This is an optimization exercise on Yosys and OpenROAD, whose aim is small area, a short achievable clock period and few clock cycles per item, not a production implementation. In this exercise RTL edits were held to simulation tests only and were not proved equivalent to the original. No activity file was given, so power comes from the tool's default toggle rates.

==> flow/design.v (outline; a module is shown in full before it is edited, if it fits) <==
// module CONV: 1261 lines
module CONV (
  output logic        busy,
  output logic [11:0] iaddr,
  output logic        cwr,
  output logic [11:0] caddr_wr,
  output logic [19:0] cdata_wr,
  output logic        crd,
  output logic [11:0] caddr_rd,
  output logic [ 2:0] csel,
  input               clk,
  input               reset,
  input        [19:0] idata,
  input        [19:0] cdata_rd,
  input               ready
);
  // ...
==> flow/run.sh <==
#!/bin/bash
# synth_recipe.tcl (not shown) runs the flow's synth.tcl, then flattens the netlist and writes it again
# the make line also repeats each setting of config.mk as NAME=value (left out here)
make -C /OpenROAD-flow-scripts/flow DESIGN_CONFIG=/design/flow/config.mk WORK_HOME=/design/flow/orfs CLKGATE_MAP_FILE= SYNTH_SCRIPT=/design/flow/synth_recipe.tcl finish
==> flow/config.mk <==
export PLATFORM = sky130hd
export DESIGN_NAME = CONV
export DESIGN_NICKNAME = CONV
export VERILOG_FILES = /design/flow/design.v
export SDC_FILE = /design/flow/constraint.sdc
export NUM_CORES = 4
export LEC_CHECK = 0
export CAP_MARGIN = 20
export CORE_MARGIN = 2
export CORE_UTILIZATION = 40
export PLACE_DENSITY = 0.6
export SETUP_SLACK_MARGIN = 5
export SLEW_MARGIN = 20
export TNS_END_PERCENT = 100
==> flow/constraint.sdc <==
create_clock -name core_clock -period 9.5 [get_ports {clk}]
set_input_delay 1.9000 -clock core_clock [delete_from_list [all_inputs] [get_ports {clk}]]
set_output_delay 1.9000 -clock core_clock [all_outputs]
set_load 0.01 [all_outputs]
==> notes.md, run 1 <==
# TYPE chip_impl_metric gauge
chip_impl_info{name="status",value="no timing/DRC/antenna violations"} 1
chip_impl_metric{name="h-tree-depth",unit=""} 2
chip_impl_metric{name="grt_pass1_vias",unit=""} 22200
chip_impl_metric{name="floorplan.io_pins",unit=""} 105
chip_impl_metric{name="buffers_excl_clock",unit=""} 128
chip_impl_metric{name="worst-path-stages",unit=""} 9
chip_impl_metric{name="power_frac_clock",unit="%"} 22.5
chip_impl_metric{name="fin_ws",unit="ns"} 5.249
chip_impl_metric{name="sequential_cell_total",unit=""} 420
chip_impl_metric{name="hold_depth",unit=""} 0
chip_impl_info{name="crit_path_cell_trace",value="inv_2 -> buf_4 -> nand2_1 -> nand2_1 -> fa_1 -> fa_1 -> fa_1 -> inv_1 -> fa_1"} 1
chip_impl_metric{name="synth-seq-area-share",unit="%"} 31.59
chip_impl_info{name="post_synth_main_area_contributors",value="dfxtp_1 25%, fa_1 24%, ha_1 6.1%"} 1
chip_impl_metric{name="place.port_buffers",unit=""} 101
chip_impl_metric{name="sum_of_negative_setup_slack",unit="ns"} 0
chip_impl_metric{name="power_sequential",unit="W"} 0.00301
chip_impl_metric{name="cts_max_path_buffers",unit=""} 3
chip_impl_metric{name="tritoncts.num_buffers",unit=""} 50
chip_impl_metric{name="nonClockInverterCount",unit=""} 446
chip_impl_metric{name="combinationalPower",unit="W"} 0.00404
chip_impl_metric{name="place_congestion",unit=""} 0.9476
chip_impl_metric{name="chipWidth",unit="microns"} 270.1
chip_impl_metric{name="cellPowerDensity",unit="nW/um^2"} 286.2
chip_impl_metric{name="share_of_cell_area_taken_by_flip_flops_and_latches",unit="%"} 28.20
chip_impl_metric{name="synth_area",unit="sq um"} 28320
chip_impl_metric{name="power.share.sequential",unit="%"} 33.1
chip_impl_info{name="endpoint_kind",value="flop"} 1
chip_impl_metric{name="setup_violations",unit=""} 0
chip_impl_metric{name="total_power",unit="W"} 0.009086
chip_impl_metric{name="path_clk_slew",unit="ns"} 0.07
chip_impl_metric{name="multi_input_combinational_area_share",unit="%"} 53.45
chip_impl_info{name="layout.cells.most_common",value="inv_1"} 1
chip_impl_metric{name="final.setup_skew",unit="ns"} 0.04555
chip_impl_metric{name="initial_antenna_violation_count",unit=""} 1
chip_impl_metric{name="syn_area_per_cell",unit="sq um"} 9.975
chip_impl_metric{name="std_cell_rows",unit=""} 97
chip_impl_info{name="clock_tree_from_tritoncts",value="built"} 1
chip_impl_metric{name="placedInstanceArea",unit="sq um"} 29990
chip_impl_metric{name="area.sequential",unit="sq um"} 8952
chip_impl_metric{name="grt_pass1_wl",unit="microns"} 128100
chip_impl_metric{name="crit_required",unit="ns"} 10.00
chip_impl_metric{name="clock_power",unit="W"} 0.00204
chip_impl_info{name="synth_top_family_by_area",value="adder cells"} 1
chip_impl_metric{name="final_design_area_no_fill",unit="sq um"} 31750
chip_impl_metric{name="netlist.area_leader.share",unit="%"} 24.95
Testbench counts, summed over its fixed seeds: cycles 147,540, images 12.
==> run 2: changes to the inputs <==
--- a/flow/design.v
+++ b/flow/design.v
@@ -51,84 +51,69 @@
     end
   end
   assign busy  = run;
   assign iaddr = {frow, fk};
   logic fvalid;
   assign fvalid = run & ~fr[6]
                 & ~((fr[5:0] == 6'd0) & (fq == 2'd0))
                 & ~((fr[5:0] == 6'd63) & (fq == 2'd2));
-  logic [19:0] R;
-  always_ff @(posedge clk) R <= fvalid ? idata : 20'd0;
-  logic [6:0] s1r;
-  logic [5:0] s1k;
-  logic [1:0] s1q;
-  always_ff @(posedge clk) begin
-    if (run & ~done) begin
-      s1r <= fr;
-      s1k <= fk;
-      s1q <= fq;
-    end else begin
-      s1r <= 7'd0;
-      s1k <= 6'd0;
-      s1q <= 2'd0;
-    end
-  end
   logic       n_ov;
   logic [5:0] n_ro, n_co;
-  assign n_ov = ~((s1r == 7'd0) & (s1k[5:1] == 5'd0));
-  assign n_ro = (s1k[5:1] == 5'd0) ? s1r[5:0] - 6'd1 : s1r[5:0];
-  assign n_co = s1k - 6'd2;
+  assign n_ov = run & ~done & ~((fr == 7'd0) & (fk[5:1] == 5'd0));
+  assign n_ro = (fk[5:1] == 5'd0) ? fr[5:0] - 6'd1 : fr[5:0];
+  assign n_co = fk - 6'd2;
   logic n_pool;
   assign n_pool = n_ov & n_ro[0];
-  logic       crun;           
   logic [2:0] r0, r1, r2;     
   logic [2:0] pe2;            
   logic       k0, k62;        
   logic [5:0] ro, co;
   logic       cwr_r, crd_r, l1w_r, rdq2;
-  logic       e1, e23, e4;    
+  logic       e1, e2, e3;     
   logic       last;
   always_ff @(posedge clk or posedge reset) begin
     if (reset) begin
-      crun  <= 1'b0;
       cwr_r <= 1'b0;
       crd_r <= 1'b0;
       l1w_r <= 1'b0;
       last  <= 1'b0;
     end else begin
-      crun  <= run & ~done;
-      cwr_r <= n_ov & ((s1q == 2'd1) | (n_ro[0] & n_co[0] & (s1q == 2'd2)));
-      crd_r <= n_pool & ~n_co[0] & (s1q != 2'd0);
-      l1w_r <= n_pool & n_co[0] & (s1q == 2'd2);
-      last  <= s1r[6] & (s1k == 6'd1) & (s1q == 2'd2);
+      cwr_r <= n_ov & ((fq == 2'd1) | (n_ro[0] & n_co[0] & (fq == 2'd2)));
+      crd_r <= n_pool & ~n_co[0] & (fq != 2'd0);
+      l1w_r <= n_pool & n_co[0] & (fq == 2'd2);
+      last  <= run & ~done & fr[6] & (fk == 6'd1) & (fq == 2'd2);
     end
   end
   always_ff @(posedge clk) begin
-    r0   <= crun ? {r0[1:0], r0[2]} : 3'b001;
-    r1   <= crun ? {r1[1:0], r1[2]} : 3'b001;
-    r2   <= crun ? {r2[1:0], r2[2]} : 3'b001;
-    pe2  <= {s1q == 2'd2, s1q == 2'd1, s1q == 2'd0} & {3{s1k != 6'd0}};
-    k0   <= (s1k == 6'd0);
-    k62  <= (s1k == 6'd62);
+    r0   <= run ? {r0[1:0], r0[2]} : 3'b001;
+    r1   <= run ? {r1[1:0], r1[2]} : 3'b001;
+    r2   <= run ? {r2[1:0], r2[2]} : 3'b001;
+    pe2  <= {fq == 2'd2, fq == 2'd1, fq == 2'd0} & {3{fk != 6'd0}};
+    k0   <= (fk == 6'd0);
+    k62  <= (fk == 6'd62);
     ro   <= n_ro;
     co   <= n_co;
-    rdq2 <= (s1q == 2'd2);
-    e1   <= n_pool & ~n_co[0] & (s1q == 2'd1);
-    e23  <= n_pool & ((~n_co[0] & (s1q == 2'd2)) | (n_co[0] & (s1q == 2'd0)));
-    e4   <= n_pool & n_co[0] & (s1q == 2'd1);
+    rdq2 <= (fq == 2'd2);
+    e1   <= n_pool & ~n_co[0] & (fq == 2'd1);
+    e2   <= n_pool & ~n_co[0] & (fq == 2'd2);
+    e3   <= n_pool & n_co[0] & (fq == 2'd1);
   end
   assign done = last;
   logic [19:0] P;
-  always_ff @(posedge clk) P <= R;
-  logic [19:0] Pb;
-  assign Pb = {~P[19], P[18:0]};
   logic [21:0] P3;
-  always_ff @(posedge clk) P3 <= {R[19], R, 1'b0} + {{2{R[19]}}, R};
+  logic [21:0] idata3;
+  assign idata3 = {idata[19], idata, 1'b0} + {{2{idata[19]}}, idata};
+  always_ff @(posedge clk) begin
+    P  <= fvalid ? idata : 20'd0;
+    P3 <= fvalid ? idata3 : 22'd0;
+  end
+  logic [19:0] Pb;
   logic [21:0] P3b;
+  assign Pb  = {~P[19], P[18:0]};
   assign P3b = {~P3[21], P3[20:0]};
   localparam logic [37:0] BIASC  = 38'h17ad41b943;
   localparam logic [37:0] BIASC1 = 38'h257f799120;
   localparam logic [37:0] BIASC2 = 38'h26d2896873;
   logic [37:0] S0, C0, S1, C1, S2, C2;
   logic [37:0] bs0, bc0, bs1, bc1, bs2, bc2;
   logic [37:0] ns0, nc0, ns1, nc1, ns2, nc2;
   always_comb begin
@@ -1236,26 +1221,25 @@
     C0 <= nc0;
     S1 <= ns1;
     C1 <= nc1;
     S2 <= ns2;
     C2 <= nc2;
   end
   logic [37:0] A2sum;
   assign A2sum = S2 + C2;
-  logic [19:0] Y, m, Rd;
-  logic [19:0] mb, mx;
-  assign mb = e4 ? Y : Rd;
-  assign mx = (mb > m) ? mb : m;
+  logic [19:0] Y, m;
+  logic [19:0] ma, mb, mx;
+  assign ma = e1 ? Y : m;
+  assign mb = e3 ? Y : cdata_rd;
+  assign mx = (mb > ma) ? mb : ma;
   always_ff @(posedge clk) begin
-    Rd <= cdata_rd;
     if (r2[0]) Y <= A2sum[37] ? 20'd0 : A2sum[35:16];
-    else if (e4) Y <= mx;
-    if (e1) m <= Y;
-    else if (e23) m <= mx;
+    else if (e3) Y <= mx;
+    if (e1 | e2) m <= mx;
   end
   assign cdata_wr = Y;
   assign cwr      = cwr_r;
   assign crd      = crd_r;
   assign csel     = {1'b0, l1w_r, 1'b1};
   assign caddr_rd = {ro[5:1], 1'b0, co[5:1], rdq2};
   assign caddr_wr = l1w_r ? {2'b00, ro[5:1], co[5:1]} : {ro, co};
 endmodule
==> flow/flow/run.sh (new file) <==
#!/bin/bash
set -euo pipefail
MARGIN=6
sed "s/SETUP_SLACK_MARGIN=[0-9.]*/SETUP_SLACK_MARGIN=$MARGIN/" standard.sh > standard_margin.sh
bash standard_margin.sh > flow.log 2>&1
==> flow/standard.sh (new file) <==
#!/bin/bash
# synth_recipe.tcl (not shown) runs the flow's synth.tcl, then flattens the netlist and writes it again
# the make line also repeats each setting of config.mk as NAME=value (left out here)
make -C /OpenROAD-flow-scripts/flow DESIGN_CONFIG=/design/flow/config.mk WORK_HOME=/design/flow/orfs CLKGATE_MAP_FILE= SYNTH_SCRIPT=/design/flow/synth_recipe.tcl "${@:-finish}"
removed: flow/run.sh
==> run 2 against run 1 <==
- still clean
- final cell count fell by 1.6%
- synthesized area fell by 3.9%
- total power fell by 25%
- critical path depth rose by 6
- first-iteration DRC count rose by 5.2%
- critical endpoint is now Y[6]$_DFFE_PP_
- largest cell class unchanged
==> notes.md, run 2 <==
# TYPE chip_impl_metric gauge
chip_impl_metric{name="path_clk_slew",unit="ns"} 0.06
chip_impl_metric{name="grt_start_max_net_pins",unit=""} 62
chip_impl_info{name="worst_r2r_endpoint",value="Y[0]$_DFFE_PP_"} 1
chip_impl_metric{name="number_of_max_capacitance_violations_reported",unit=""} 0
chip_impl_info{name="yosys.cell_count.top_type",value="inv_1"} 1
chip_impl_metric{name="final_layout_size_suffix_gt1_share",unit="%"} 15.29
chip_impl_metric{name="hold_worst_slack",unit="ns"} 0.4061
chip_impl_metric{name="place_congestion",unit=""} 0.9228
chip_impl_info{name="synth_top_cell_by_area",value="fa_1"} 1
chip_impl_info{name="post_synth_main_area_contributors",value="fa_1 25%, dfxtp_1 22%, ha_1 6.4%"} 1
chip_impl_metric{name="setup_violations",unit=""} 0
chip_impl_metric{name="achievable-frequency",unit="MHz"} 260.3
chip_impl_metric{name="synthesized_netlist_cell_count",unit=""} 2758
chip_impl_metric{name="syn_area_per_cell",unit="sq um"} 9.873
chip_impl_metric{name="drv_slew",unit=""} 0
chip_impl_metric{name="dp_worst_setup_slack",unit="ns"} 4.281
chip_impl_metric{name="drt_iter0_markers",unit=""} 2363
chip_impl_info{name="top_signal_layer_used",value="met5"} 1
chip_impl_info{name="hold_path.class",value="reg -> reg"} 1
chip_impl_metric{name="post_cts_hold_buffer_count",unit=""} 0
chip_impl_metric{name="syn_to_final_growth",unit="%"} 17.66
chip_impl_info{name="endpoint_kind",value="flop"} 1
chip_impl_info{name="worstReg2RegStart",value="S2[7]$_DFF_P_"} 1
chip_impl_metric{name="antenna_diode_instance_count",unit=""} 0
chip_impl_metric{name="timing.final.crit_share",unit="%"} 40.44
chip_impl_metric{name="synth_simple_gate_area_share",unit="%"} 8.478
chip_impl_metric{name="final_nets",unit=""} 3386
chip_impl_metric{name="yosys.area_share.adder",unit="%"} 31.87
chip_impl_metric{name="cts_max_path_buffers",unit=""} 3
chip_impl_metric{name="sum_of_negative_setup_slack",unit="ns"} 0
chip_impl_metric{name="initial_utilization",unit="%"} 40.47
chip_impl_metric{name="min_period",unit="ns"} 3.842
chip_impl_metric{name="placedCellCount",unit=""} 3576
chip_impl_info{name="yosys-top-cells-count",value="432 x inv_1, 346 x fa_1, 298 x dfxtp_1"} 1
chip_impl_metric{name="ys_warn_count",unit=""} 1
chip_impl_metric{name="hold_depth",unit=""} 1
chip_impl_metric{name="power.net_switching",unit="W"} 0.002643
chip_impl_metric{name="seq_cells_post_synth",unit=""} 364
chip_impl_metric{name="synth_edf_count",unit=""} 40
chip_impl_metric{name="dieHeight",unit="microns"} 264.9
chip_impl_metric{name="initial_antenna_violation_count",unit=""} 1
chip_impl_metric{name="transition_time_of_the_tightest_slew_check_pin",unit="ns"} 1.087
chip_impl_metric{name="final_routed_wire_length_divided_by_cell_count",unit="microns"} 23.20
chip_impl_metric{name="vias_per_cell",unit=""} 5.699
chip_impl_info{name="rsz0062_at_grt",value="true"} 1
chip_impl_metric{name="netSwitchingFraction",unit="%"} 38.73
chip_impl_info{name="dominantRegCellSynth",value="dfxtp_1"} 1
chip_impl_info{name="layout.cells.most_common",value="inv_1"} 1
chip_impl_metric{name="post_synth_xor_area_fraction",unit="%"} 1.866
chip_impl_metric{name="fin_ws",unit="ns"} 5.658
chip_impl_metric{name="worst_reg2reg_setup_slack",unit="ns"} 5.97
chip_impl_metric{name="tritoncts.num_buffers",unit=""} 42
chip_impl_metric{name="power_frac_clock",unit="%"} 25.9
chip_impl_metric{name="grt_pass1_vias",unit=""} 22350
chip_impl_metric{name="power.share.sequential",unit="%"} 35.5
chip_impl_metric{name="power.leakage",unit="nW"} 13.85
chip_impl_info{name="clk_root_buffer_cell",value="clkbuf_16"} 1
chip_impl_metric{name="drc",unit=""} 0
chip_impl_metric{name="synth-seq-area-share",unit="%"} 28.72
chip_impl_metric{name="routed_metal_1_wire_length",unit="microns"} 36860
chip_impl_metric{name="clk-insertion-delay-late",unit="ns"} 0.60
chip_impl_metric{name="power_report.internal_total",unit="W"} 0.004181
chip_impl_info{name="commonest_non_fill_non_tap_cells_in_the_layout",value="420 x inv_1, 345 x fa_1, 277 x dfxtp_1, 189 x nand2_1, 141 x a21oi_1"} 1
chip_impl_metric{name="floorplan.io_pins",unit=""} 105
chip_impl_metric{name="detailroute.wirelength.met2",unit="microns"} 39400
chip_impl_metric{name="grt_use_total",unit="%"} 24.53
chip_impl_info{name="critical_path_class",value="in -> reg"} 1
chip_impl_metric{name="post-dp-hpwl",unit="microns"} 62900
chip_impl_metric{name="routed-wl-met3",unit="microns"} 7909
chip_impl_metric{name="std_cell_rows",unit=""} 95
chip_impl_metric{name="post_layout_nonfiller_instances",unit=""} 3763
chip_impl_metric{name="overflow",unit=""} 0
chip_impl_metric{name="hold_violations",unit=""} 0
chip_impl_info{name="hold_end",value="r2[0]$_SDFF_PN1_"} 1
chip_impl_metric{name="ant_nets",unit=""} 0
chip_impl_metric{name="worstPathArrival",unit="ns"} 4.29
chip_impl_metric{name="h-tree-depth",unit=""} 2
chip_impl_metric{name="final.setup_skew",unit="ns"} 0.02555
chip_impl_metric{name="pre_repair_dr_iteration_count",unit=""} 10
chip_impl_metric{name="core",unit="sq um"} 67280
chip_impl_metric{name="place.port_buffers",unit=""} 101
chip_impl_metric{name="crit_required",unit="ns"} 9.95
chip_impl_metric{name="synth-compound-area-share",unit="%"} 14.62
chip_impl_metric{name="chipWidth",unit="microns"} 264.9
chip_impl_metric{name="multiplexer_fraction_of_the_synthesized_cell_area",unit="%"} 5.569
chip_impl_metric{name="fillerInstances",unit=""} 6236
chip_impl_metric{name="tritoncts_num_sinks",unit=""} 364
chip_impl_metric{name="combPwrFrac",unit="%"} 38.5
chip_impl_metric{name="num_vias",unit=""} 21450
chip_impl_info{name="start_kind",value="input pin"} 1
chip_impl_metric{name="worst_ir_drop_vdd",unit="uV"} 136.5
chip_impl_info{name="clock_tree_from_tritoncts",value="built"} 1
chip_impl_metric{name="die-area",unit="sq um"} 70170
chip_impl_metric{name="timing.reg2reg.worst_path_depth",unit=""} 10
chip_impl_info{name="hold_path.startpoint",value="r2[2]$_SDFF_PN0_"} 1
chip_impl_metric{name="worstPathMaxFanout",unit=""} 4
chip_impl_metric{name="synthArstFlopShare",unit="%"} 7.143
chip_impl_metric{name="final_wl",unit="microns"} 87310
chip_impl_metric{name="yosys.cell_types.count",unit=""} 71
chip_impl_metric{name="netlist.area_leader.share",unit="%"} 25.44
chip_impl_info{name="status",value="no timing/DRC/antenna violations"} 1
chip_impl_metric{name="grt_pass1_wl",unit="microns"} 132500
chip_impl_metric{name="synth_area",unit="sq um"} 27230
chip_impl_info{name="synth_top_family_by_area",value="adder cells"} 1
chip_impl_metric{name="slew-limit-headroom",unit="%"} 27.56
chip_impl_metric{name="cellPowerDensity",unit="nW/um^2"} 213.0
## run 2: cell count changes after synthesis, moves of 10 or more
| cell | before | now |
|---|---|---|
| mux2_2 | 67 | 44 |
| nor2_1 | 116 | 126 |
| a21oi_1 | 136 | 150 |
| o2bb2ai_2 | 0 | 11 |
| o21ai_0 | 92 | 75 |
| mux2i_1 | 62 | 102 |
| dfxtp_1 | 353 | 298 |
| nand2_1 | 226 | 193 |
## run 2: how the worst max path moves through the flow
stage	from	depth (start not counted)	slack (ns)	endpoint
after floorplan	cdata_rd[5]	13	5.57	Y[0]$_DFFE_PP_
after global placement	cdata_rd[5]	14	4.24	Y[8]$_DFFE_PP_
after detailed placement	cdata_rd[5]	14	4.28	Y[10]$_DFFE_PP_
after CTS	cdata_rd[5]	15	5.76	Y[11]$_DFFE_PP_
after global routing	cdata_rd[5]	15	5.56	Y[11]$_DFFE_PP_
final	cdata_rd[5]	15	5.66	Y[6]$_DFFE_PP_
## run 2: routing by layer
layer	GRT usage [%]	up-vias
met5	0	-
li1	-	9400
met4	8.337	2
met2	37.98	1088
met1	34.20	10720
met3	5.072	241
## run 2: critical path: stages
cell       delay (ns)
buf_6            0.10
mux2i_4          0.16
inv_2            0.07
ha_4             0.22
a21o_1           0.18
a21o_1           0.17
a21oi_2          0.18
o21ai_1          0.10
nand3_1          0.09
o211ai_1         0.15
o22ai_4          0.30
buf_12           0.15
buf_16           0.13
mux2i_2          0.26
o2bb2ai_2        0.12
## run 2: final cells by class
type,count,area (sq um),area share (%)
multi-input cells,1774,17790,55.54
flip-flops and latches,364,7865,24.55
repair buffers,237,2127,6.639
inverters,435,1669,5.210
clock buffers,52,1140,3.558
well taps,873,1092,3.409
clock inverters,25,331.6,1.035
repair inverters,3,18.77,0.05858
## run 2: per-stage QoR
stage / cell area (sq um) / total power [W] / util [%]
after floorplan: 27360 / 0.004096 / -
after global placement: 28920 / 0.004892 / 42.99
after detailed placement: 28920 / 0.005006 / 42.99
after CTS: 31520 / 0.006822 / 46.85
after global routing: 32040 / 0.007310 / 47.62
final: 32040 / 0.006824 / 47.62
## run 2: timing repair
item,4_1_cts,5_1_grt
gates resized for setup,198,116
cloned,4,2
pin swaps,49,44
setup endpoints to repair,199,110
setup buffers,73,31
## run 2: cell families after synthesis
logic type	count (synthesis)
other	2
AO/OA/AOI/OAI	580
flip-flops	364
buffers and inverters	621
adder cells (fa/ha/maj)	486
XOR/XNOR	58
AND/OR/NAND/NOR	501
multiplexers	146
## run 2: power groups by stage
| stage | registers (W) | clock network [W] | logic [W] |
|---|---|---|---|
| after floorplan | 0.00222 | 0 | 0.00188 |
| after detailed placement | 0.00244 | 0 | 0.00257 |
| after CTS | 0.00241 | 0.00179 | 0.00262 |
| after global placement | 0.00243 | 0 | 0.00246 |
| after global routing | 0.00245 | 0.00185 | 0.00300 |
| final | 0.00242 | 0.00177 | 0.00263 |
Testbench counts of run 2, summed over its fixed seeds: cycles 147,528, images 12.
==> run 3: changes to the inputs <==
==> flow/run.sh (new file) <==
#!/bin/bash
# synth_recipe.tcl (not shown) runs the flow's synth.tcl, then flattens the netlist and writes it again
# the make line also repeats each setting of config.mk as NAME=value (left out here)
make -C /OpenROAD-flow-scripts/flow DESIGN_CONFIG=/design/flow/config.mk WORK_HOME=/design/flow/orfs CLKGATE_MAP_FILE= SYNTH_SCRIPT=/design/flow/synth_recipe.tcl finish
removed: flow/flow/run.sh
removed: flow/standard.sh
==> run 3 against run 2 <==
- clock power shrank 6%
- clock skew up 0.0036 ns
- critical path type is now reg -> reg
- final cell count fell by 2.7%
- synthesized cell count did not move
- total power decreased by 3.5%
- design area is 5.5% lower
- global-route usage shrank 1.4 points
- via count is 3.2% lower
==> notes.md, run 3 <==
# TYPE chip_impl_metric gauge
chip_impl_info{name="status",value="no timing/DRC/antenna violations"} 1
chip_impl_metric{name="placedInstanceArea",unit="sq um"} 28840
chip_impl_info{name="cell_with_the_biggest_individual_delay_on_the_critical_path",value="nand2_1"} 1
chip_impl_metric{name="final_routed_wire_length_divided_by_cell_count",unit="microns"} 22.14
chip_impl_metric{name="setup_violations",unit=""} 0
chip_impl_metric{name="seq_cells_post_synth",unit=""} 364
chip_impl_metric{name="drv_slew",unit=""} 0
chip_impl_metric{name="grt_use_total",unit="%"} 23.12
chip_impl_metric{name="synth_area",unit="sq um"} 27230
chip_impl_info{name="layout.cells.most_common",value="inv_1"} 1
chip_impl_metric{name="min_period",unit="ns"} 4.284
chip_impl_info{name="critical_path_class",value="reg -> reg"} 1
chip_impl_metric{name="place_congestion",unit=""} 0.9292
chip_impl_metric{name="vias_per_cell",unit=""} 5.672
chip_impl_info{name="rsz0062_at_grt",value="false"} 1
chip_impl_metric{name="overflow",unit=""} 0
chip_impl_metric{name="tritoncts.num_buffers",unit=""} 42
chip_impl_metric{name="initial_utilization",unit="%"} 40.47
chip_impl_metric{name="hold_violations",unit=""} 0
chip_impl_metric{name="pre_repair_dr_iteration_count",unit=""} 9
chip_impl_metric{name="slew-limit-headroom",unit="%"} 26.73
chip_impl_metric{name="cellPowerDensity",unit="nW/um^2"} 217.5
chip_impl_metric{name="chipWidth",unit="microns"} 264.9
chip_impl_info{name="endpoint_kind",value="flop"} 1
chip_impl_metric{name="crit_required",unit="ns"} 9.96
chip_impl_info{name="cp_dominant_cell_by_count",value="fa_1"} 1
chip_impl_info{name="synth_top_family_by_area",value="adder cells"} 1
chip_impl_metric{name="dieHeight",unit="microns"} 264.9
chip_impl_metric{name="sum_of_negative_setup_slack",unit="ns"} 0
chip_impl_metric{name="synth-seq-area-share",unit="%"} 28.72
chip_impl_metric{name="final_wl",unit="microns"} 81050
chip_impl_metric{name="syn_area_per_cell",unit="sq um"} 9.873
chip_impl_metric{name="path_clk_slew",unit="ns"} 0.06
chip_impl_info{name="clk_root_buffer_cell",value="clkbuf_16"} 1
chip_impl_metric{name="synth_simple_gate_area_share",unit="%"} 8.478
chip_impl_info{name="synth_top_cell_by_area",value="fa_1"} 1
chip_impl_info{name="yosys-top-cells-count",value="432 x inv_1, 346 x fa_1, 298 x dfxtp_1"} 1
chip_impl_metric{name="ys_warn_count",unit=""} 1
chip_impl_metric{name="netlist.area_leader.share",unit="%"} 25.44
chip_impl_metric{name="synthArstFlopShare",unit="%"} 7.143
chip_impl_metric{name="grt_start_max_net_pins",unit=""} 63
chip_impl_metric{name="timing.final.crit_share",unit="%"} 45.09
chip_impl_metric{name="final_layout_size_suffix_gt1_share",unit="%"} 6.784
chip_impl_metric{name="post-dp-hpwl",unit="microns"} 61480
chip_impl_metric{name="initial_antenna_violation_count",unit=""} 1
chip_impl_info{name="dominantRegCellSynth",value="dfxtp_1"} 1
chip_impl_info{name="commonest_non_fill_non_tap_cells_in_the_layout",value="429 x inv_1, 346 x fa_1, 293 x dfxtp_1, 193 x nand2_1, 150 x a21oi_1"} 1
chip_impl_metric{name="synth_edf_count",unit=""} 40
chip_impl_metric{name="transition_time_of_the_tightest_slew_check_pin",unit="ns"} 1.098
chip_impl_metric{name="post_cts_hold_buffer_count",unit=""} 0
chip_impl_metric{name="worstPathMaxFanout",unit=""} 62
chip_impl_metric{name="final.setup_skew",unit="ns"} 0.02913
chip_impl_metric{name="std_cell_rows",unit=""} 95
chip_impl_metric{name="grt_pass1_vias",unit=""} 21540
chip_impl_info{name="critPathTopFamily",value="adder cells"} 1
chip_impl_metric{name="drt_iter0_markers",unit=""} 2001
chip_impl_metric{name="floorplan.io_pins",unit=""} 105
chip_impl_metric{name="yosys.area_share.adder",unit="%"} 31.87
chip_impl_metric{name="syn_to_final_growth",unit="%"} 11.14
chip_impl_metric{name="worst_ir_drop_vdd",unit="uV"} 120.5
chip_impl_metric{name="worstPathArrival",unit="ns"} 4.74
chip_impl_info{name="post_synth_main_area_contributors",value="fa_1 25%, dfxtp_1 22%, ha_1 6.4%"} 1
chip_impl_metric{name="cts_max_path_buffers",unit=""} 3
chip_impl_metric{name="place.port_buffers",unit=""} 101
chip_impl_info{name="start_kind",value="flop"} 1
chip_impl_info{name="yosys.cell_count.top_type",value="inv_1"} 1
chip_impl_metric{name="core",unit="sq um"} 67280
chip_impl_info{name="hold_path.class",value="reg -> reg"} 1
chip_impl_metric{name="clk-insertion-delay-late",unit="ns"} 0.60
chip_impl_metric{name="power.leakage",unit="nW"} 13.07
chip_impl_metric{name="drc",unit=""} 0
chip_impl_metric{name="yosys.cell_types.count",unit=""} 71
chip_impl_metric{name="post_synth_xor_area_fraction",unit="%"} 1.866
chip_impl_metric{name="achievable-frequency",unit="MHz"} 233.4
chip_impl_metric{name="synth-compound-area-share",unit="%"} 14.62
chip_impl_metric{name="tritoncts_num_sinks",unit=""} 364
chip_impl_metric{name="synthesized_netlist_cell_count",unit=""} 2758
chip_impl_metric{name="hold_worst_slack",unit="ns"} 0.4120
chip_impl_metric{name="critical_path_buf_inv_count",unit=""} 4
chip_impl_metric{name="timing.critical_path.slowest_cell_delay",unit="ns"} 0.65
chip_impl_metric{name="final_design_area_no_fill",unit="sq um"} 30260
chip_impl_metric{name="grt_pass1_wl",unit="microns"} 125700
chip_impl_metric{name="multiplexer_fraction_of_the_synthesized_cell_area",unit="%"} 5.569
chip_impl_metric{name="number_of_max_capacitance_violations_reported",unit=""} 0
chip_impl_metric{name="num_vias",unit=""} 20760
chip_impl_metric{name="h-tree-depth",unit=""} 2
chip_impl_metric{name="final_nets",unit=""} 3282
chip_impl_info{name="clock_tree_from_tritoncts",value="built"} 1
chip_impl_info{name="crit_path_cell_trace",value="buf_4 -> inv_1 -> buf_4 -> nand2_1 -> nand2_1 -> fa_1 -> fa_1 -> fa_1 -> inv_1 -> fa_1"} 1
chip_impl_metric{name="ant_nets",unit=""} 0
chip_impl_metric{name="die-area",unit="sq um"} 70170
chip_impl_metric{name="total_power",unit="W"} 0.006582
run 3: cell counts after synthesis:
Identical to the previous run, type by type.
run 3: stage by stage:
step / setup WS [ns] / instances / util [%]
floorplan: 5.210 / 2759 / -
global placement: 4.324 / 3580 / 42.86
detailed placement: 4.343 / 3580 / 42.86
CTS: 5.081 / 3658 / 44.96
global route: 5.062 / 3659 / 44.98
finish: 5.216 / 3660 / 44.98
run 3: timing repair:
action,CTS,global route
gates cloned,1,0
buffers inserted,0,1
gates resized for setup,2,2
setup endpoints to repair,10,30
pin swaps,0,1
run 3: kinds of logic after synthesis:
| group | Yosys count |
|---|---|
| buffers and inverters | 621 |
| AO/OA/AOI/OAI | 580 |
| AND/OR/NAND/NOR | 501 |
| adder cells (fa/ha/maj) | 486 |
| flip-flops | 364 |
| multiplexers | 146 |
| XOR/XNOR | 58 |
| other | 2 |
run 3: path summary, 6_finish.rpt:
| kind | depth (start not counted) | slack, ns | end | from |
|---|---|---|---|---|
| min in group asynchronous | 2 | 1.70 | frow[4]$_DFFE_PP0P_ | reset |
| setup reg to reg | 10 | 5.22 | C0[21]$_DFF_P_ | r0[2]$_SDFF_PN0_ |
| setup / recovery | 10 | 5.22 | C0[21]$_DFF_P_ | r0[2]$_SDFF_PN0_ |
| hold reg to reg | 1 | 0.41 | r2[0]$_SDFF_PN1_ | r2[2]$_SDFF_PN0_ |
| hold / removal | 1 | 0.41 | r2[0]$_SDFF_PN1_ | r2[2]$_SDFF_PN0_ |
| max in group asynchronous | 2 | 7.40 | crd_r$_DFF_PP0_ | reset |
run 3: area by class of cell:
type / instances / area [sq um]
Multi-Input combinational cell: 1774 / 17040
Clock inverter: 23 / 245.2
Timing Repair inverter: 1 / 5.005
Timing Repair Buffer: 135 / 1266
Tap cell: 873 / 1092
Clock buffer: 54 / 1147
Inverter: 435 / 1637
Sequential cell: 364 / 7828
Fill cell: 6290 / 37020
Antenna cell: 1 / 2.502
run 3: per-layer routing:
| layer | global-route usage, % | up-vias | routed length (microns) |
|---|---|---|---|
| met4 | 6.215 | 0 | 2044 |
| met1 | 32.86 | 10300 | 35310 |
| met2 | 34.73 | 1094 | 35100 |
| met3 | 6.224 | 171 | 8596 |
| met5 | 0 | - | 0 |
| li1 | - | 9196 | - |
run 3: power by group:
group | internal (W) | leakage (nW) | switching, W | total (W)
Combinational | 0.00107 | 9.19 | 0.00139 | 0.00246
Clock | 0.000947 | 0.658 | 0.000710 | 0.00166
Sequential | 0.00203 | 3.22 | 0.000430 | 0.00246
Total | 0.00405 | 13.1 | 0.00253 | 0.00658

[separate check: timing with driven ports]
The flow's constraints put no driver on any port. The routed layouts listed below were extracted and timed again, unchanged, in two steps.
Step 1, drivers: a clkbuf_16 drives clk and a buf_2 each remaining input, both assumed.
Step 2 times the ports against the registers' clock, not the clock port: input delays grow and output delays shrink by t, the midpoint of the rising clock arrivals with the driver on.
Three values: no drivers, after step 1, after step 2; two values: the first two.
run | t, ns | setup slack, ns | worst data-port slew with drivers (ns)
run 1 | 0.665 | 5.249 / 5.249 / 5.249 | 0.04
run 2 | 0.643 | 5.658 / 5.681 / 5.038 | 0.06
run 3 | 0.641 | 5.216 / 5.216 / 4.700 | 0.04
After both steps setup and hold are still met in every run listed. The setup slack of run 2, which loses most, moves by +0.023 ns with the drivers and by -0.620 ns with both steps.
